This design comes from an exercise in tuning for small area, a short achievable clock period and few clock cycles on the open sky130 flow, not from production work. Only simulation tests tie the RTL to the original design; equivalence was not proved.

==> design.v <==
module MiniSRC (
input clr, clk,
input  [31:0] mem_rdata,
output [8:0]  mem_addr,
output [31:0] mem_wdata,
output        mem_we,
input  [31:0] in_port,
output [31:0] out_port,
output        out_we,
output run
);
	reg [31:0] pc;           
	reg [31:0] ir;           
	reg        irv;          
	reg        halted;
	reg        memc;         
	reg        mwe;          
	reg [3:0]  mra;          
	reg [8:0]  mar;
	reg [31:0] mdr;
	reg [31:0] outr;
	reg [15:0] rv;           
	wire [4:0] op = ir[31:27];
	wire [3:0] ra = ir[26:23];
	wire [3:0] rb = ir[22:19];
	wire [3:0] rc = ir[18:15];
	wire [31:0] C = {{14{ir[17]}}, ir[17:0]};
	wire op_ld   = op == 5'b00000;
	wire op_ldi  = op == 5'b00001;
	wire op_st   = op == 5'b00010;
	wire op_add  = op == 5'b00011;
	wire op_sub  = op == 5'b00100;
	wire op_and  = op == 5'b00101;
	wire op_or   = op == 5'b00110;
	wire op_shr  = op == 5'b00111;
	wire op_shra = op == 5'b01000;
	wire op_shl  = op == 5'b01001;
	wire op_ror  = op == 5'b01010;
	wire op_rol  = op == 5'b01011;
	wire op_addi = op == 5'b01100;
	wire op_andi = op == 5'b01101;
	wire op_ori  = op == 5'b01110;
	wire op_mul  = op == 5'b01111;
	wire op_div  = op == 5'b10000;
	wire op_neg  = op == 5'b10001;
	wire op_not  = op == 5'b10010;
	wire op_br   = op == 5'b10011;
	wire op_jr   = op == 5'b10100;
	wire op_jal  = op == 5'b10101;
	wire op_in   = op == 5'b10110;
	wire op_out  = op == 5'b10111;
	wire op_mfhi = op == 5'b11000;
	wire op_mflo = op == 5'b11001;
	wire op_halt = op == 5'b11011;
	wire three_reg = (op >= 5'b00011) && (op <= 5'b01011);
	wire use_c     = op_ld | op_ldi | op_st | op_addi | op_andi | op_ori;
	wire base_zero = (op_ld | op_ldi | op_st) && (rb == 4'd0);
	wire [3:0] ad2 = three_reg ? rc : ra;
	wire [31:0] r1, r2;
	wire        we;
	wire [3:0]  widx;
	wire [31:0] wdata;
	RegFile regfile(clk, we, widx, wdata, rv, rb, ad2, r1, r2);
	wire [31:0] a  = base_zero ? 32'b0 : r1;         
	wire [31:0] bo = use_c ? C : r2;
	wire [31:0] hi, neg_lo;
	wire busy;
	wire ex    = irv & ~memc & ~halted;
	wire hazard = op_mul | op_div | op_mfhi | op_mflo;
	wire go    = ex & ~(busy & hazard);
	wire sub_op = op_sub | op_neg;
	wire [31:0] add_x = op_neg ? 32'b0 : a;
	wire [31:0] add_y = op_neg ? a : bo;
	wire [31:0] sum = add_x + (sub_op ? ~add_y : add_y) + {31'b0, sub_op};
	wire [31:0] sh_v;
	Shifter shifter(a, r2, op_shl | op_rol, op_shra, op_ror | op_rol, sh_v);
	reg [31:0] xres;
	always @(*) begin
		case (op)
			5'b00101, 5'b01101: xres = a & bo;
			5'b00110, 5'b01110: xres = a | bo;
			5'b00111, 5'b01000, 5'b01001, 5'b01010, 5'b01011: xres = sh_v;
			5'b10010: xres = ~a;
			5'b10110: xres = in_port;
			5'b11000: xres = hi;
			5'b11001: xres = neg_lo;
			5'b10101: xres = pc;
			default:  xres = sum;
		endcase
	end
	wire wr_x = op_ldi | three_reg | op_addi | op_andi | op_ori | op_neg |
	            op_not | op_in | op_mfhi | op_mflo | op_jal;
	assign we    = (go & wr_x) | (memc & ~mwe);
	assign widx  = memc ? mra : (op_jal ? 4'd15 : ra);
	assign wdata = memc ? mem_rdata : xres;
	wire zero = (r2 == 32'b0);
	reg cond;
	always @(*) begin
		case (ir[20:19])
			2'b00: cond = zero;
			2'b01: cond = ~zero;
			2'b10: cond = ~r2[31];
			default: cond = r2[31];
		endcase
	end
	wire [31:0] btarget = pc + C;
	wire redirect = go & ((op_br & cond) | op_jr | op_jal);
	wire [31:0] rtarget = op_br ? btarget : (op_jal && ra == 4'd15) ? pc : r2;
	wire fetch = ~halted & ~memc & (~irv | go);
	always @(posedge clk or posedge clr) begin
		if (clr) begin
			pc <= 32'b0; irv <= 1'b0; halted <= 1'b0; memc <= 1'b0; mwe <= 1'b0;
			outr <= 32'b0; rv <= 16'b0;
		end else begin
			memc <= 1'b0;
			mwe <= 1'b0;
			if (we) rv[widx] <= 1'b1;
			if (go) begin
				if (op_ld | op_st) begin
					memc <= 1'b1;
					mwe <= op_st;
				end
				if (op_out) outr <= r2;
				if (op_halt) halted <= 1'b1;
			end
			if (redirect) begin
				pc <= rtarget;
				irv <= 1'b0;
			end else if (fetch) begin
				pc <= pc + 32'd1;
				irv <= 1'b1;
			end
		end
	end
	always @(posedge clk) begin
		if (fetch) ir <= mem_rdata;
		if (go & (op_ld | op_st)) begin
			mar <= sum[8:0];
			mra <= ra;
			mdr <= (ra == 4'd0) ? 32'b0 : r2;
		end
	end
	assign mem_addr  = memc ? mar : pc[8:0];
	assign mem_wdata = mdr;
	assign mem_we    = mwe;
	assign out_port  = outr;
	assign out_we    = go & op_out;
	assign run       = ~halted;
	MulDiv muldiv(clk, clr, go & op_mul, go & op_div, r2, r1, hi, neg_lo, busy);
endmodule
module Shifter(input [31:0] x, input [31:0] n, input left, arith, rotate,
	output [31:0] y);
	wire [4:0] amt = n[4:0];
	wire ge32 = |n[31:5];
	wire eq32 = (n[31:5] == 27'd1) && (amt == 5'd0);
	wire gt32 = ge32 & ~eq32;
	wire [4:0] ramt = left ? (5'd0 - amt) : amt;
	wire [31:0] s0 = ramt[0] ? {x[0], x[31:1]} : x;
	wire [31:0] s1 = ramt[1] ? {s0[1:0], s0[31:2]} : s0;
	wire [31:0] s2 = ramt[2] ? {s1[3:0], s1[31:4]} : s1;
	wire [31:0] s3 = ramt[3] ? {s2[7:0], s2[31:8]} : s2;
	wire [31:0] rot = ramt[4] ? {s3[15:0], s3[31:16]} : s3;
	wire [31:0] mr = 32'hFFFFFFFF >> amt;
	wire [31:0] ml = 32'hFFFFFFFF << amt;
	wire [31:0] mask = rotate ? 32'hFFFFFFFF : left ? ml : mr;
	wire [31:0] fill = {32{arith & x[31]}} & ~mr;
	wire zero = (rotate | arith) ? gt32 : ge32;
	assign y = zero ? 32'b0 : (arith & eq32) ? {32{x[31]}} : ((rot & mask) | fill);
endmodule
module RegFile(input clk, input we, input [3:0] widx, input [31:0] wdata,
	input [15:0] rv, input [3:0] ad1, ad2, output reg [31:0] r1, r2);
	reg [31:0] rf [0:15];
	always @(posedge clk) if (we) rf[widx] <= wdata;
	wire [15:0] s1 = (16'b1 << ad1) & rv;
	wire [15:0] s2 = (16'b1 << ad2) & rv;
	integer i;
	always @(*) begin
		r1 = 32'b0; r2 = 32'b0;
		for (i = 0; i < 16; i = i + 1) begin
			r1 = r1 | (rf[i] & {32{s1[i]}});
			r2 = r2 | (rf[i] & {32{s2[i]}});
		end
	end
endmodule
module MulDiv(input clk, clr, start_mul, start_div, input [31:0] dx, dy,
	output reg [31:0] hi, output [31:0] lo_rd, output busy);
	reg [31:0] lo;
	reg [31:0] md;           
	reg        qx;           
	reg        bprev;        
	reg        mdiv;         
	reg        dneg;         
	reg        negq;         
	reg [5:0]  cnt;
	assign busy = cnt != 6'd0;
	assign lo_rd = negq ? (~lo + 32'd1) : lo;
	localparam MK = 2;               
	localparam DS = 3;               
	localparam MCYC = 16 / MK;
	localparam DCYC = (33 + DS - 1) / DS;
	wire [31:0] dx_abs = dx[31] ? (~dx + 32'd1) : dx;
	wire [31:0] m_hi, m_lo;
	wire        m_bp = lo[2*MK-1];
	wire [2*MK:0] mbits = {lo[2*MK-1:0], bprev};
	wire signed [33:0] md2 = {md[31], md, 1'b0};
	wire signed [33:0] md1 = {{2{md[31]}}, md};
	reg signed [33+2*MK:0] macc;
	reg signed [33:0] pp;
	integer j;
	always @(*) begin
		macc = {{(2*MK+2){hi[31]}}, hi};
		for (j = 0; j < MK; j = j + 1) begin
			case (mbits[2*j +: 3])
				3'b001, 3'b010: pp = md1;
				3'b011:         pp = md2;
				3'b100:         pp = -md2;
				3'b101, 3'b110: pp = -md1;
				default:        pp = 34'sd0;
			endcase
			macc = macc + ({{(2*MK){pp[33]}}, pp} <<< (2 * j));
		end
	end
	assign m_hi = macc[2*MK +: 32];
	assign m_lo = {macc[2*MK-1:0], lo[31:2*MK]};
	reg [31:0] d_rem, d_q;
	reg        d_qx;
	reg [31:0] t;
	reg [32:0] diff;
	integer k;
	always @(*) begin
		d_rem = hi; d_q = lo; d_qx = qx;
		for (k = 0; k < DS; k = k + 1) begin
			t = {d_rem[30:0], d_qx};
			diff = dneg ? ({1'b0, t} + {1'b1, md}) : ({1'b0, t} - {1'b0, md});
			d_qx = d_q[31];
			d_q = {d_q[30:0], ~diff[32]};
			d_rem = diff[32] ? t : diff[31:0];
		end
	end
	always @(posedge clk or posedge clr) begin
		if (clr) begin
			hi <= 32'b0; lo <= 32'b0; cnt <= 6'd0; negq <= 1'b0;
			mdiv <= 1'b0; dneg <= 1'b0; bprev <= 1'b0; qx <= 1'b0;
		end else if (start_mul) begin
			hi <= 32'b0; lo <= dy; bprev <= 1'b0;
			mdiv <= 1'b0; negq <= 1'b0; cnt <= MCYC;
		end else if (start_div) begin
			hi <= 32'b0; lo <= dx_abs; qx <= 1'b0;
			dneg <= dy[31]; negq <= dx[31] ^ dy[31];
			mdiv <= 1'b1; cnt <= DCYC;
		end else if (busy) begin
			cnt <= cnt - 6'd1;
			if (mdiv) begin
				hi <= d_rem; lo <= d_q; qx <= d_qx;
			end else begin
				hi <= m_hi; lo <= m_lo; bprev <= m_bp;
			end
		end
	end
	always @(posedge clk) begin
		if (start_mul) md <= dx;
		else if (start_div) md <= dy;
	end
endmodule
==> run.sh <==
#!/bin/bash
# synth_recipe.tcl (not shown) runs the flow's synth.tcl, then flattens the netlist and writes it again
# the make line also repeats each setting of config.mk as NAME=value (left out here)
make -C /OpenROAD-flow-scripts/flow DESIGN_CONFIG=/design/flow/config.mk WORK_HOME=/design/flow/orfs CLKGATE_MAP_FILE= SYNTH_SCRIPT=/design/flow/synth_recipe.tcl finish
==> config.mk <==
export PLATFORM = sky130hd
export DESIGN_NAME = MiniSRC
export DESIGN_NICKNAME = MiniSRC
export VERILOG_FILES = /design/flow/design.v
export SDC_FILE = /design/flow/constraint.sdc
export NUM_CORES = 4
export LEC_CHECK = 0
export CAP_MARGIN = 20
export CORE_MARGIN = 2
export CORE_UTILIZATION = 40
export SLEW_MARGIN = 20
==> constraint.sdc <==
create_clock -name core_clock -period 36.0 [get_ports {clk}]
set_input_delay 7.2000 -clock core_clock [delete_from_list [all_inputs] [get_ports {clk}]]
set_output_delay 7.2000 -clock core_clock [all_outputs]
set_load 0.01 [all_outputs]
==> reports/results.txt <==
Slowest stage cell, crit path - nor3_1
FF/Latch Area - 22600 um2
Die Area - 153000 um2
TNS Setup - 0 ns
Synth top area cells - edfxtp_1 31%, dfrtp_1 6.7%, a21oi_1 5.5%
CP required - 36.65 ns
Worst Clk Skew - 0.0662 ns
PortBufs - 141
Yosys top cell area share - 0.312
Mapped Nets - 7060
Clk root buf - clkbuf_16
Routed wire length - 316000 um
Met1 wire length - 118000 um
Detailed-route wire length per cell - 35.9 um
Via Count - 61721
Netlist Area Pre-Place - 59800 um2
Arr. time, crit path - 16.74 ns
Status - timing/DRC/antenna clean
CTS tree - yes
CP top delay family - compound AO/OA/AOI/OAI gates
Top layer in use - met5
DRT iter0 DRCs - 10169
HP Class - flop to flop
Unrepaired setup endpoints after global routing - no
Max-slew violation count - 0
CP peak stage delay - 0.63 ns
Crit path buffers/inverters - 3
Routed Antenna Nets - 0
Max Fclk - 62.1 MHz
Global-route usage over all layers - 0.401
Sequential fraction of the synthesis area - 0.379
Die H - 391 um
DR DRC count - 0
Post-synth EDFFs - 621
Fin crit share - 0.447
Worst-margin pin slew - 1.25 ns
Number of global-route vias before repair - 56588
Seq cells post-synth - 780
# rows - 141
DP HPWL - 220000 um
Fraction of layout cells with a size suffix above 1 - 0.0979
Pre-CTS setup slack - 20.16 ns
WHS Path Cells - 1
Endpoints failing setup - 0
Max_slew headroom - 0.156
Met2 routed WL - 128000 um
Setup WS post-layout - 19.90 ns
Setup repair bufs after CTS - 0
Syn. warnings - 3
Largest net degree at the start of global routing - 82
CTS HTree Levels - 3
Skew-Pair Late Insertion Delay - 0.77 ns
I/O pins - 142
Async SR Flop Fraction - 0.204
Worst path depth - 46
Worst hold margin - 0.498 ns
CTS Hold Bufs - 0
Commonest non-fill, non-tap cell in the layout - nand2_1
Core Region - 148000 um2
Initial Utilization - 0.404
Fillers - 14266
Chip Width - 391 um
First-pass GRT wire length - 437000 um
Nets - 7087
Critical-path maximum fanout - 52
Ys flop type - edfxtp_1
Tmin final - 16.10 ns
Initial antenna violation count - 26
Total gr overflow - 0
Clock net sink count - 780
Post-synthesis cell type count - 125
Drt first pass iters - 10
Crit. End Element - flop
# Max-Cap Violations - 0
Mean Syn Cell Area - 8.85 um2
Post-Syn Instances - 6750
Critical Path Source Type - flop
Clock tree buffer depth - 3
GPL Wtd Cong - 1.05
Worst-path clk slew - 0.06 ns
Most frequent cells in the layout - 805 x nand2_1, 654 x a21oi_1, 621 x edfxtp_1
Vias per cell - 7.01
Resized Gates After CTS - 0
Synth area leader - edfxtp_1
Worst R2R Path Depth - 46
Area of the multi-input gates - 35100 um2
Layout overhead on the synthesized area - 12.4%
Crit path kind - flop to flop
Fin. Hold Viols - 0
Num CTS Buffers - 90
Worst reg-to-reg setup slack - 19.90 ns
Routed wl met3 - 43100 um
Most frequent CP cell - o21ai_0
-- through the flow --
step                      instance area [um2]  utilization  cells
after floorplan                         59800            -   6750
after global placement                  64000        0.432   8613
after detailed placement                64000        0.432   8613
after CTS                               67100        0.453   8783
after global routing                    67200        0.454   8787
final                                   67200        0.454   8802
-- sequential cells by signal, summed over array words and instances, names as in the netlist, 4 cells and up --
signal      count
muldiv.cnt      6
mar             9
pc             32
muldiv.md      32
mdr            32
muldiv.hi      32
outr           32
mra             4
muldiv.lo      32
ir             32
rv             16
regfile.rf    512
-- synthesized netlist by cell type, types with 31 or more instances --
library cell / instances
nor2b_1: 44
buf_2: 82
dfrtp_1: 159
nor4_1: 44
o211ai_1: 44
nor3_1: 99
and2_1: 97
nand2_1: 805
nand4_1: 46
ha_1: 237
a211oi_1: 91
xor2_1: 113
nor2_1: 611
or3_1: 49
inv_1: 104
o21bai_1: 34
a221oi_1: 67
and3_1: 67
a31oi_1: 88
o2111ai_1: 42
xnor2_1: 213
nand3_1: 179
a21o_1: 96
mux2i_1: 177
o31ai_1: 31
mux2_2: 75
a2111oi_0: 31
o21ai_0: 360
o21a_1: 45
a32oi_1: 31
o22ai_1: 201
clkbuf_1: 311
a22oi_1: 113
a21oi_1: 658
edfxtp_1: 621
nand2b_1: 61
buf_1: 45
-- routing by layer --
| metal | vias up | global-route usage |
|---|---|---|
| met1 | 29670 | 0.513 |
| met3 | 1370 | 0.131 |
| met5 | - | 0.00223 |
| li1 | 25729 | - |
| met2 | 4936 | 0.569 |
| met4 | 16 | 0.279 |
-- worst reg2reg max path: cells and delay by family, from the launching register on --
kind	cells	cell delay [ns]
compound gates	21	6.96
simple gates	13	3.70
buf+inv	3	1.48
mux	3	1.48
fa+ha+maj	3	1.08
xor+xnor	3	0.77
flops	1	0.53
-- worst paths after layout --
| path | from | to |
|---|---|---|
| setup / recovery | muldiv.md[0] | muldiv.hi[10] |
| hold / removal | muldiv.cnt[2] | muldiv.cnt[2] |
| setup reg to reg | muldiv.md[0] | muldiv.hi[10] |
| hold reg to reg | muldiv.cnt[2] | muldiv.cnt[2] |
| max in group asynchronous | clr | rv[0] |
| min in group asynchronous | clr | pc[16] |
-- layout make-up --
cell class / instances / share of cell area
multi-input combinational: 5385 / 0.523
sequential: 780 / 0.337
timing repair buffer: 410 / 0.0513
clock buffer: 120 / 0.0366
tap: 1930 / 0.0359
clock inverter: 50 / 0.00970
inverter: 110 / 0.00622
antenna: 17 / 0.000633
-- kinds of logic (layout without fill, tap and decap cells) --
family / Yosys count / in the layout / share of synthesized area
AND/OR/NAND/NOR: 2271 / 2271 / 0.181
other: 0 / 17 / 0
XOR/XNOR: 329 / 329 / 0.0486
flip-flops: 780 / 780 / 0.379
buffers and inverters: 585 / 690 / 0.0417
adder cells (fa/ha/maj): 244 / 244 / 0.0520
AO/OA/AOI/OAI: 2285 / 2285 / 0.253
multiplexers: 256 / 256 / 0.0453
Testbench counts, summed over its fixed seeds: cycles 149,418.

-- what the ideal ports hide --
No port has a modelled driver above. Below, the same layout with a new extraction and two added sets of constraints. Step 1 sets driving cells, clkbuf_16 on the clock port and buf_2 on the other inputs (assumed; they add their load-dependent delay and slew). Step 2 times the ports against the registers' clock, not the clock port: input delays grow and output delays shrink by t, the midpoint of the rising clock arrivals with the driver on. Three values: ideal, step 1, step 2; two values: the first two.
t, ns: 0.815
setup WS [ns]: 19.904 / 19.904 / 19.904
worst hold slack (ns): 0.498 / 0.498 / 0.498
worst register clock-pin slew, ns: 0.07 / 0.07
After both steps this run still meets setup and hold. The setup slack of this run moves by 0.000 ns with the drivers and by 0.000 ns with both steps.
